Source: an optimization exercise on an open RTL-to-GDS flow (aim: small area). Production flows keep margins and buffers that such runs may drop. Only simulation tests tie the RTL to the original design; equivalence was not proved. No activity file was given, so power comes from the tool's default toggle rates.

onyx:
## top_final
module top_final (
    input CLK100MHZ,
    input reset,
    input ACL_MISO,
    output ACL_MOSI,
    output ACL_SCLK,
    output ACL_CSN,
    output oled_spi_clk,
    output oled_spi_data,
    output oled_vdd,
    output oled_vbat,
    output oled_reset_n,
    output oled_dc_n
);
    wire clk_4MHz_en, tick0, p5;
    iclk_gen clock_generation (
        .CLK100MHZ(CLK100MHZ),
        .reset(reset),
        .p5(p5),
        .clk_4MHz_en(clk_4MHz_en),
        .tick0(tick0)
    );
    wire bit_en, latch;
    wire [3:0] bit_q;
    wire [1:0] bit_axis;
    spi_master master (
        .iclk(CLK100MHZ),
        .reset(reset),
        .tick(clk_4MHz_en),
        .tick0(tick0),
        .miso(ACL_MISO),
        .sclk(ACL_SCLK),
        .mosi(ACL_MOSI),
        .cs(ACL_CSN),
        .bit_en(bit_en),
        .bit_q(bit_q),
        .bit_axis(bit_axis),
        .latch(latch)
    );
    wire [2:0] direction;
    main_control main_control_inst (
        .clk(CLK100MHZ),
        .reset(reset),
        .bit_en(bit_en),
        .bit_q(bit_q),
        .bit_axis(bit_axis),
        .b(ACL_MISO),
        .latch(latch),
        .direction(direction)
    );
    localparam [16:0] T_REFRESH = 17'b01010100011010111;     
    reg [16:0] timer;
    reg updateString;
    reg [2:0] message;           
    wire refresh = (timer == T_REFRESH);
    always @(posedge CLK100MHZ) begin
        if (reset | refresh)
            timer <= 17'd0;
        else
            timer <= {timer[15:0], ~(timer[16] ^ timer[13])};
    end
    always @(posedge CLK100MHZ) begin
        if (reset) begin
            updateString <= 1'b0;
            message <= 3'd0;
        end else begin
            updateString <= refresh;
            if (refresh)
                message <= direction;
        end
    end
    localparam [1:0] IDLE = 2'd0, SEND = 2'd1, DONE = 2'd2;
  ...
Settings: LEC_CHECK=0, ABC_AREA=1, CAP_MARGIN=20, CORE_MARGIN=2, CORE_UTILIZATION=30, PLACE_DENSITY=0.5, SLEW_MARGIN=20, SYNTH_MEMORY_MAX_BITS=16384; clock period 10.0 ns.
standard.sh (not shown) runs the stock make flow with config.mk's settings and CLKGATE_MAP_FILE= SYNTH_SCRIPT=/design/flow/synth_recipe.tcl, a recipe that flattens the netlist after the stock synthesis.
==> flow/flow/run.sh <==
#!/bin/bash
# Layout flow: the standard synthesis, then its combinational logic mapped
# again for area (registers, their names and cells untouched), then the standard flow's
# standard layout from floorplan to finish.
set -euo pipefail
WORK=$(pwd)
F=$WORK/flow
R=$WORK/orfs/results/$FLOW_PLATFORM/top_final/base
LIB=$FLOW_HOME/platforms/$FLOW_PLATFORM/lib/sky130_fd_sc_hd__tt_025C_1v80.lib

# 1. standard synthesis
bash standard.sh synth > synth_standard.log 2>&1

# 2. remap the combinational logic
cp $R/1_2_yosys.v $WORK/standard_1_2_yosys.v
python3 $F/mkmap.py $LIB $WORK/combmap.v > mkmap.log 2>&1
DU=$(sed -n '/^export DONT_USE_CELLS/,/^$/p' $FLOW_HOME/platforms/$FLOW_PLATFORM/config.mk \
     | grep -o 'sky130_fd_sc_hd__[a-z0-9_]*' | sort -u | sed 's/^/-dont_use /' | tr '\n' ' ')
# ABC's deepsyn is randomised: map with a few seeds at once, keep the smallest.
SEEDS="1 2 3 4"
for S in $SEEDS; do
  sed "s/@SEED@/$S/" $F/area.abc.in > $WORK/area_$S.abc
  cat > $WORK/remap_$S.ys <<EOT
read_liberty -lib $LIB
read_verilog $WORK/standard_1_2_yosys.v
hierarchy -top $FLOW_TOP
techmap -map $WORK/combmap.v
techmap
opt -fast
opt -purge
abc -liberty $LIB $DU -script $WORK/area_$S.abc
opt_clean -purge
hilomap -singleton -hicell sky130_fd_sc_hd__conb_1 HI -locell sky130_fd_sc_hd__conb_1 LO
insbuf -buf sky130_fd_sc_hd__buf_4 A X
opt_clean -purge
tee -o $WORK/remap_stat_$S.txt stat -liberty $LIB
check -assert -mapped
write_verilog -noattr -nohex -nodec $WORK/remap_1_2_yosys_$S.v
EOT
  yosys -s $WORK/remap_$S.ys > remap_$S.log 2>&1 &
done
wait
BEST=""; BESTA=""
for S in $SEEDS; do
  [ -s $WORK/remap_1_2_yosys_$S.v ] || continue
  A=$(grep "Chip area for module" $WORK/remap_stat_$S.txt | grep -o "[0-9.]*$")
  if [ -z "$BEST" ] || awk "BEGIN{exit !($A < $BESTA)}"; then BEST=$S; BESTA=$A; fi
done
echo "seed $BEST area $BESTA" > remap_choice.log
cp $WORK/remap_1_2_yosys_$BEST.v $WORK/remap_1_2_yosys.v
cp $WORK/remap_1_2_yosys.v $R/1_2_yosys.v
rm -f $R/1_synth.odb

# 3. standard layout from the remapped netlist; the port buffers are buf_1
export BUFFER_PORTS_ARGS="-buffer_cell sky130_fd_sc_hd__buf_1"
# clock tree of clkbuf_8, without the dummy loads CTS adds to balance leaves
export CTS_ARGS="-repair_clock_nets -buf_list sky130_fd_sc_hd__clkbuf_8 -dont_use_dummy_load"
bash standard.sh finish > layout_standard.log 2>&1
Other scripts of this flow, unchanged in this note and not shown: flow/flow/area.abc.in, flow/flow/mkmap.py
Changes in cedar relative to onyx:
-- flow/flow/run.sh --
<<< onyx, line 56
# clock tree of clkbuf_8, without the dummy loads CTS adds to balance leaves
export CTS_ARGS="-repair_clock_nets -buf_list sky130_fd_sc_hd__clkbuf_8 -dont_use_dummy_load"
bash standard.sh finish > layout_standard.log 2>&1
>>> cedar, line 56
# clock tree of clkbuf_8, without the dummy loads CTS adds to balance leaves
export CTS_ARGS="-sink_clustering_enable -repair_clock_nets -buf_list sky130_fd_sc_hd__clkbuf_8 -dont_use_dummy_load"
bash standard.sh finish > layout_standard.log 2>&1
==> comparison <==
The lower proportion of cell area occupied by multi-input gates came out of cedar.
Setup WNS onyx -> cedar: better
cedar vs onyx — synthesized area dropped 1.1%.
Relative to onyx, cedar improves post-detailed-routing wire length.
Compare cedar and onyx | total power higher: cedar
Non-clock buffer count delta (cedar -> onyx): insignificant
The higher number of buffers and inverters on the critical path came out of onyx.
The final area in cedar was lower than what onyx gave.
cedar ends up with a worst reg-to-reg path cell count that is 5 lower than in onyx.

========
Setup of wip/quartz:
Another version of the RTL of top_final (not shown whole).
For scale: ~12 I/O pins, ~5000 um2 of cells after synthesis.
Settings: LEC_CHECK=0, ABC_AREA=1, CAP_MARGIN=20, CORE_MARGIN=2, CORE_UTILIZATION=30, PLACE_DENSITY=0.5, SLEW_MARGIN=20, SYNTH_MEMORY_MAX_BITS=16384; clock period 10.0 ns.
==> flow/flow/run.sh <==
#!/bin/bash
# Layout flow: the standard synthesis, then its combinational logic mapped
# again for area (registers, their names and cells untouched), then the standard flow's
# standard layout from floorplan to finish.
set -euo pipefail
WORK=$(pwd)
F=$WORK/flow
R=$WORK/orfs/results/$FLOW_PLATFORM/top_final/base
LIB=$FLOW_HOME/platforms/$FLOW_PLATFORM/lib/sky130_fd_sc_hd__tt_025C_1v80.lib

# 1. standard synthesis
bash standard.sh synth > synth_standard.log 2>&1

# 2. remap the combinational logic
cp $R/1_2_yosys.v $WORK/standard_1_2_yosys.v
python3 $F/mkmap.py $LIB $WORK/combmap.v > mkmap.log 2>&1
DU=$(sed -n '/^export DONT_USE_CELLS/,/^$/p' $FLOW_HOME/platforms/$FLOW_PLATFORM/config.mk \
     | grep -o 'sky130_fd_sc_hd__[a-z0-9_]*' | sort -u | sed 's/^/-dont_use /' | tr '\n' ' ')
cat > $WORK/remap.ys <<EOT
read_liberty -lib $LIB
read_verilog $WORK/standard_1_2_yosys.v
hierarchy -top $FLOW_TOP
techmap -map $WORK/combmap.v
techmap
opt -fast
opt -purge
abc -liberty $LIB $DU -script $F/area.abc
opt_clean -purge
hilomap -singleton -hicell sky130_fd_sc_hd__conb_1 HI -locell sky130_fd_sc_hd__conb_1 LO
insbuf -buf sky130_fd_sc_hd__buf_4 A X
opt_clean -purge
tee -o $WORK/remap_stat.txt stat -liberty $LIB
check -assert -mapped
write_verilog -noattr -nohex -nodec $WORK/remap_1_2_yosys.v
EOT
yosys -s $WORK/remap.ys > remap.log 2>&1
cp $WORK/remap_1_2_yosys.v $R/1_2_yosys.v
rm -f $R/1_synth.odb

# 3. standard layout from the remapped netlist; the port buffers are buf_1
export BUFFER_PORTS_ARGS="-buffer_cell sky130_fd_sc_hd__buf_1"
# clock tree of clkbuf_8, without the dummy loads CTS adds to balance leaves
export CTS_ARGS="-sink_clustering_enable -repair_clock_nets -sink_clustering_size 25 -sink_clustering_max_diameter 200 -buf_list sky130_fd_sc_hd__clkbuf_16 -dont_use_dummy_load"
bash standard.sh finish > layout_standard.log 2>&1
Other scripts of this flow, unchanged in this note and not shown: flow/flow/area.abc, flow/flow/mkmap.py
wip/quartz: all stages complete, timing, DRC and antenna checks passed
The following lists how wip/violet was set up differently from wip/quartz:
--- a/flow/flow/run.sh
+++ b/flow/flow/run.sh
@@ -42,3 +42,3 @@
 # clock tree of clkbuf_8, without the dummy loads CTS adds to balance leaves
-export CTS_ARGS="-sink_clustering_enable -repair_clock_nets -sink_clustering_size 25 -sink_clustering_max_diameter 200 -buf_list sky130_fd_sc_hd__clkbuf_16 -dont_use_dummy_load"
+export CTS_ARGS="-sink_clustering_enable -repair_clock_nets -sink_clustering_size 20 -sink_clustering_max_diameter 200 -buf_list sky130_fd_sc_hd__clkbuf_8 -dont_use_dummy_load"
 bash standard.sh finish > layout_standard.log 2>&1
--- outcome ---
In the metrics for wip/violet and wip/quartz, the one carrying the higher clock-pin slew on the worst setup and hold paths is wip/violet. Across both runs, end-of-flow core utilization was lower for wip/violet than for wip/quartz. Between wip/quartz and wip/violet, worst voltage drop across the vdd grid increased. Compared with wip/quartz, wip/violet shows total routed wire length on the met1 layer higher by 2.6%. Of wip/violet and wip/quartz, the run reporting the lower cell area was wip/violet. wip/violet can be clocked slower than wip/quartz.
#### Input delta (wip/juniper over wip/violet)
--- a/flow/flow/run.sh
+++ b/flow/flow/run.sh
@@ -42,3 +42,3 @@
 # clock tree of clkbuf_8, without the dummy loads CTS adds to balance leaves
-export CTS_ARGS="-sink_clustering_enable -repair_clock_nets -sink_clustering_size 20 -sink_clustering_max_diameter 200 -buf_list sky130_fd_sc_hd__clkbuf_8 -dont_use_dummy_load"
+export CTS_ARGS="-sink_clustering_enable -repair_clock_nets -buf_list sky130_fd_sc_hd__clkbuf_8 -dont_use_dummy_load"
 bash standard.sh finish > layout_standard.log 2>&1
--- outcome ---
Going from wip/violet to wip/juniper, flop-to-flop setup slack shrinks by 1.04 ns.
Relative to wip/violet, the summed area of non-filler cells in the final layout of wip/juniper is lower by about 1%.
The post-detailed-route via-to-cell ratio of wip/juniper exceeds that of wip/violet by 1.1%.

[separate check: timing with driven ports]
No port has a modelled driver above. Below, the same layouts with a new extraction and two added sets of constraints. Step 1, drivers: a clkbuf_16 drives CLK100MHZ and a buf_2 each remaining input, both assumed. Step 2 moves the port delays by t, midway between the first and last clock arrival at a register: inputs arrive t later, outputs are due t later. That takes back most of the time a late clock gives input paths. a / b / c = no drivers / after step 1 / after step 2; a / b = the first two.
run | shift t [ns] | setup WS [ns] | slew at the worst register clock pin (ns) | pins driven straight from the clock port
onyx | 0.388 | 2.344 / 2.344 / 2.344 | 0.10 / 0.10 | 1
cedar | 0.400 | 2.717 / 2.717 / 2.717 | 0.11 / 0.11 | 1
wip/quartz | 0.370 | 4.041 / 4.041 / 4.041 | 0.06 / 0.06 | 1
wip/violet | 0.391 | 3.984 / 3.984 / 3.984 | 0.09 / 0.09 | 1
wip/juniper | 0.379 | 2.940 / 2.940 / 2.940 | 0.09 / 0.09 | 1
After both steps every run listed still meets setup and hold.
